This is an optimization exercise on Yosys and OpenROAD, whose aim is small area, not a production implementation. Function was checked by simulation only, so behaviour that the tests miss may differ from the original. Power figures rest on the tool's default switching activity, not on a simulated workload.

## the previous run
==> flow/design.v <==
module uart_receiver_top
(
    input RxBit,
    input clk,
    input rst,             
    input rd_en,           
    output [7:0] rdata,    
    output rempty,
    output wfull,
    output [6:0] sseg      
);
    reg [3:0] d;
    wire tick = (d == 4'd6);
    wire p1   = (d == 4'd8);
    always @(posedge clk) begin
        if (rst || d == 4'd13) d <= 4'd0;
        else d <= d + 4'd1;
    end
    reg s1, s2;
    always @(posedge clk) begin
        if (rst) {s2, s1} <= 2'b00;
        else if (tick) {s2, s1} <= {s1, RxBit};
    end
    reg [7:0] c;
    wire idle = (c[7:3] == 5'd0);
    wire rxd  = (c == 8'd160);
    wire dn   = (c == 8'd159);
    wire shift = (c[3:0] == 4'd7) && (c[7:4] != 4'd0) && (c[7:4] != 4'd9);
    always @(posedge clk) begin
        if (rst) c <= 8'd0;
        else if (tick) begin
            if (rxd) c <= {7'd0, ~s2};
            else if (!idle || !s2) c <= c + 8'd1;
        end
    end
    reg [7:0] sr;    
    always @(posedge clk) begin
        if (tick && shift) sr <= {s2, sr[7:1]};
    end
    reg [7:0] ring [0:15];
    reg [3:0] rp, wp;
    reg full16;
    reg last_pop;    
    reg pw;          
    reg fa, fb;      
    reg wfn;         
    reg wf;
    wire [3:0] dm = wp - rp;
    assign rempty = (dm == 4'd0) && !full16;
    assign wfull  = wf;
    assign rdata  = ring[rp];
    wire pop  = rd_en & ~rempty;
    wire winc = p1 & pw & ~rxd;      
    wire inc_nxt = dn & ~wfn;        
    wire k1 = last_pop ^ (pw | inc_nxt);
    wire k2 = last_pop & (pw | inc_nxt);
    wire d15 = (dm == 4'd15);
    wire d14 = (dm == 4'd14);
    wire d13 = (dm == 4'd13);
    wire k0 = ~k1 & ~k2;
    wire x16 = (full16 & k0) | (d15 & k1) | (d14 & k2);
    wire x15 = (d15 & k0) | (d14 & k1) | (d13 & k2);
    always @(posedge clk) begin
        if (rst) begin
            rp <= 4'd0;
            wp <= 4'd0;
            full16 <= 1'b0;
            last_pop <= 1'b0;
            pw <= 1'b0;
            fa <= 1'b0;
            fb <= 1'b0;
            wfn <= 1'b0;
            wf <= 1'b0;
        end else begin
            last_pop <= pop;
            rp <= rp + 4'd1 + {3'd0, pop};
            wp <= wp + 4'd1 + {3'd0, winc};
            full16 <= (winc & ~pop & d15) | (full16 & ~(pop & ~winc));
            if (tick) begin
                wf  <= wfn;
                wfn <= inc_nxt ? fb : fa;
                fa  <= x16;
                fb  <= x15;
                if (inc_nxt) pw <= 1'b1;
            end
            if (winc) pw <= 1'b0;
        end
    end
    integer i;
    always @(posedge clk) begin
        for (i = 15; i > 0; i = i - 1) ring[i] <= ring[i-1];
        ring[0] <= (pw && wp == 4'd15) ? sr : ring[15];
    end
    reg [3:0] dd, ddd;
    wire isdig = (rdata[7:4] == 4'h3) && (rdata[3:0] < 4'd10);
    always @(posedge clk) begin
        if (rst) begin
            dd  <= 4'd0;
            ddd <= 4'd0;
        end else begin
            ddd <= dd;
            if (pop && rdata != 8'd0) dd <= isdig ? rdata[3:0] : 4'd0;
        end
    end
    reg [6:0] seg;
    always @(*) begin
        case (ddd)
            4'd1: seg = 7'b1111001;
            4'd2: seg = 7'b0100100;
            4'd3: seg = 7'b0110000;
            4'd4: seg = 7'b0011001;
            4'd5: seg = 7'b0010010;
            4'd6: seg = 7'b0000010;
            4'd7: seg = 7'b1111000;
            4'd8: seg = 7'b0000000;
            4'd9: seg = 7'b0010000;
            default: seg = 7'b1000000;
        endcase
    end
    assign sseg = seg;
endmodule
Settings: LEC_CHECK=0, ABC_AREA=1, CAP_MARGIN=20, CORE_MARGIN=2, CORE_UTILIZATION=40, CTS_BUF_LIST=sky130_fd_sc_hd__clkbuf_8, SLEW_MARGIN=20; clock period 10.0 ns.
run.sh (not shown) runs the stock make flow with config.mk's settings and CLKGATE_MAP_FILE= SYNTH_SCRIPT=/design/flow/synth_recipe.tcl, a recipe that flattens the netlist after the stock synthesis.
diff inputs: the previous run => the current run
Settings: ABC_AREA no longer set, was 1; CTS_BUF_LIST no longer set, was sky130_fd_sc_hd__clkbuf_8.
[summary]
- The current run reports its startpoint of the most critical setup path as rp[0] while the previous run reports rp[2].
- Final period demand of the worst path: the current run worse than the previous run
- First-pass GRT wire length delta for the current run relative to the previous run: 5.4% lower
- Diff the previous run -> the current run: count of inserted tapcells went up 5; synthesized-area fraction occupied by adder cells ~0 delta; worst setup slack shrank by 0.26 ns; power climbed 9.9%; cell count after placement has decreased.

[re-timing with driven ports]
How much do the figures lean on ideal ports? The routed layouts below were timed once more, with nothing changed but the port constraints.
Step 1: set_driving_cell puts a clkbuf_16 on clk and a buf_2 on each other input, an assumption about the parent block.
Step 2 moves the port delays by t, midway between the first and last clock arrival at a register: inputs arrive t later, outputs are due t later. That takes back most of the time a late clock gives input paths.
Three values: ideal ports, drivers, drivers and shift; two values: the first two.
| run | shift t [ns] | slack for setup (ns) | worst setup path at the end | worst register clock-pin slew, ns | pins driven straight from the clock port |
|---|---|---|---|---|---|
| the previous run | 0.480 | 5.043 / 5.009 / 5.489 | register to output | 0.09 / 0.09 | 1 |
| the current run | 0.466 | 4.787 / 4.743 / 5.209 | register to output | 0.07 / 0.07 | 1 |
After both steps setup and hold are still met in every run listed.
